Source: an optimization exercise on an open RTL-to-GDS flow (aim: small area, a short achievable clock period and few clock cycles). Production flows keep margins and buffers that such runs may drop.

== before ==
## lmfe_top
module lmfe_top (
	clk,
	reset,
	Din,
	in_en,
	busy,
	out_valid,
	Dout,
	sram_a,
	sram_d,
	sram_cen,
	sram_wen,
	sram_q
);
==> flow/config.mk <==
export PLATFORM = sky130hd
export DESIGN_NAME = lmfe_top
export DESIGN_NICKNAME = lmfe_top
export VERILOG_FILES = /design/flow/design.v
export SDC_FILE = /design/flow/constraint.sdc
export NUM_CORES = 4
export LEC_CHECK = 0
export CAP_MARGIN = 20
export CORE_MARGIN = 2
export CORE_UTILIZATION = 40
export CTS_CLUSTER_DIAMETER = 60
export CTS_CLUSTER_SIZE = 24
export PLACE_DENSITY = 0.55
export SLEW_MARGIN = 20
==> flow/constraint.sdc <==
create_clock -name core_clock -period 10.0 [get_ports {clk}]
set_input_delay 2.0000 -clock core_clock [delete_from_list [all_inputs] [get_ports {clk}]]
set_output_delay 2.0000 -clock core_clock [all_outputs]
set_load 0.01 [all_outputs]
standard.sh (not shown) runs the stock make flow with config.mk's settings and CLKGATE_MAP_FILE= SYNTH_SCRIPT=/design/flow/synth_recipe.tcl, a recipe that flattens the netlist after the stock synthesis.
==> flow/flow/run.sh <==
#!/bin/bash
set -euo pipefail
bash standard.sh SETUP_SLACK_MARGIN=6.5 finish > standard.log 2>&1
before reached the final stage; the timing, design-rule and antenna checks on its layout passed.
#### Input delta (after over before)
-- flow/design.v --
<<< before, line 19
reg		[7:0]	slot [0:55];
reg		[55:0]	flag;
reg		[4:0]	L;		 
reg		[5:0]	C0A, C0B, C1A, C1B;	 
>>> after, line 19
reg		[7:0]	slot [0:55];
reg		[55:0]	flag;
reg		[5:0]	Z;		 
reg		[4:0]	L;		 
reg		[5:0]	C0A, C0B, C1A, C1B;	 
<<< before, line 44
wire	[6:0]	s1 = {2'd0, L} + {1'd0, C1A} + {1'd0, C1B};
wire			dec0 = sel ? (s0 >= 7'd25) : (s1 >= 7'd25);	 
reg		[5:0]	QZ, ZP;
wire	[5:0]	zpn = QZ + {5'd0, ~slot[0][7]} + {5'd0, ~PIX[7]} - {5'd0, ~slot[48][7]} - {5'd0, ~slot[47][7]};
reg				lt25, lt24;		 
wire	[5:0]	zn = ZP + {5'd0, ~slot[0][7]};
wire			d7n = slot[0][7] ? lt25 : lt24;	 
reg				ia, ib;
always @ (posedge clk) begin
	ia <= PRE;
	ib <= (TR == 3'd5);
end
reg		[56:0]	x0, x1;
reg				ix;
always @ * begin
	for (p = 0; p < 56; p = p + 1) begin
		ix = (p < 16) ? init : (p < 32) ? ia : (p < 48) ? ib : 1'b0;
		x0[p] = ~slot[p][5] & ((flag[p] & ~slot[p][6]) | (ix & ~slot[p][7]));
		x1[p] = ~slot[p][5] & ((flag[p] & slot[p][6]) | (ix & slot[p][7]));
	end
	x0[56] = init & ~PIX[7] & ~PIX[6];
>>> after, line 45
wire	[6:0]	s1 = {2'd0, L} + {1'd0, C1A} + {1'd0, C1B};
wire			dec0 = sel ? (s0 >= 7'd25) : (s1 >= 7'd25);	 
reg		[2:0]	znew, zold;
always @ * begin
	znew = 3'd0;
	for (p = 0; p < 4; p = p + 1)
		znew = znew + {2'd0, ~slot[p][7]};
	zold = 3'd0;
	for (p = 46; p < 53; p = p + 1)
		zold = zold + {2'd0, ~slot[p][7]};
end
reg		[5:0]	Z4, ZP;
wire	[5:0]	zpn = Z4 + {5'd0, ~slot[0][7]} + {5'd0, ~PIX[7]};
reg				lt25, lt24;		 
wire	[5:0]	zn = ZP + {5'd0, ~slot[0][7]};
wire			d7n = slot[0][7] ? lt25 : lt24;	 
reg		[56:0]	x0, x1;
always @ * begin
	for (p = 0; p < 56; p = p + 1) begin
		x0[p] = ~slot[p][5] & ((flag[p] & ~slot[p][6]) | ((p < 48) & init & ~slot[p][7]));
		x1[p] = ~slot[p][5] & ((flag[p] & slot[p][6]) | ((p < 48) & init & slot[p][7]));
	end
	x0[56] = init & ~PIX[7] & ~PIX[6];
<<< before, line 93
		if (!dec0) L <= s[4:0];
	end
	ZP <= zpn;
	lt25 <= (zpn < 6'd25);
	lt24 <= (zpn < 6'd24);
	if (ZF)
		QZ <= 6'd48;
	else
		QZ <= QZ + {5'd0, ~slot[0][7]} - {5'd0, ~slot[48][7]};
end
endmodule
>>> after, line 96
		if (!dec0) L <= s[4:0];
	end
	Z4 <= Z + {3'd0, znew} - {3'd0, zold};
	ZP <= zpn;
	lt25 <= (zpn < 6'd25);
	lt24 <= (zpn < 6'd24);
	if (ZF)
		Z <= 6'd49;
	else if (init)
		Z <= zn;
end
endmodule
<<< before, line 492
			end
			if (t == 3'd5) D <= DIN;
			if (t == 3'd6) begin
				t <= 3'd0;
>>> after, line 496
			end
			if (t == 3'd5) D <= DIN;
			if (t == 3'd1) DOUT <= MED;
			if (t == 3'd6) begin
				t <= 3'd0;
<<< before, line 505
		end
		default: begin
			A <= {rrow, j[6:0]};
		end
	endcase
	DOUT <= MED;	 
end
endmodule
>>> after, line 510
		end
		default: begin
		end
	endcase
end
endmodule
==> comparison <==
No stage failed in after, and the final checks on the layout all came back clean.
Compared with before, after shows a higher final core area utilization.
Worst slack after detailed placement down 450 ps in after wrt before
after — total placed instance area about 5% higher, before as reference
Row number of nets in the layout: after higher / before lower
The buffer count from post-CTS setup fixing in after was higher than what before gave.
No functional check of the RTL was part of any run of this note.

static timing again, ports no longer ideal:
In the flow no input, the clock included, has a driving cell. The finished layouts below were timed again as built, in two steps. Step 1: set_driving_cell puts a clkbuf_16 on clk and a buf_2 on each other input, an assumption about the parent block. Step 2 adds t to the input delays and takes it off the output delays; t is the mean of the earliest and latest rising clock arrival at the registers after step 1. Input paths then give back, and output paths get back, about the clock's delay inside the block. Slacks: ideal ports / drivers / drivers and shift; pairs: ideal ports / drivers.
| run | t (ns) | setup WS [ns] | pins driven straight from the clock port |
|---|---|---|---|
| before | 0.635 | 5.797 / 5.797 / 5.797 | 1 |
| after | 0.633 | 5.780 / 5.780 / 5.780 | 1 |
After both steps every run listed still meets setup and hold.
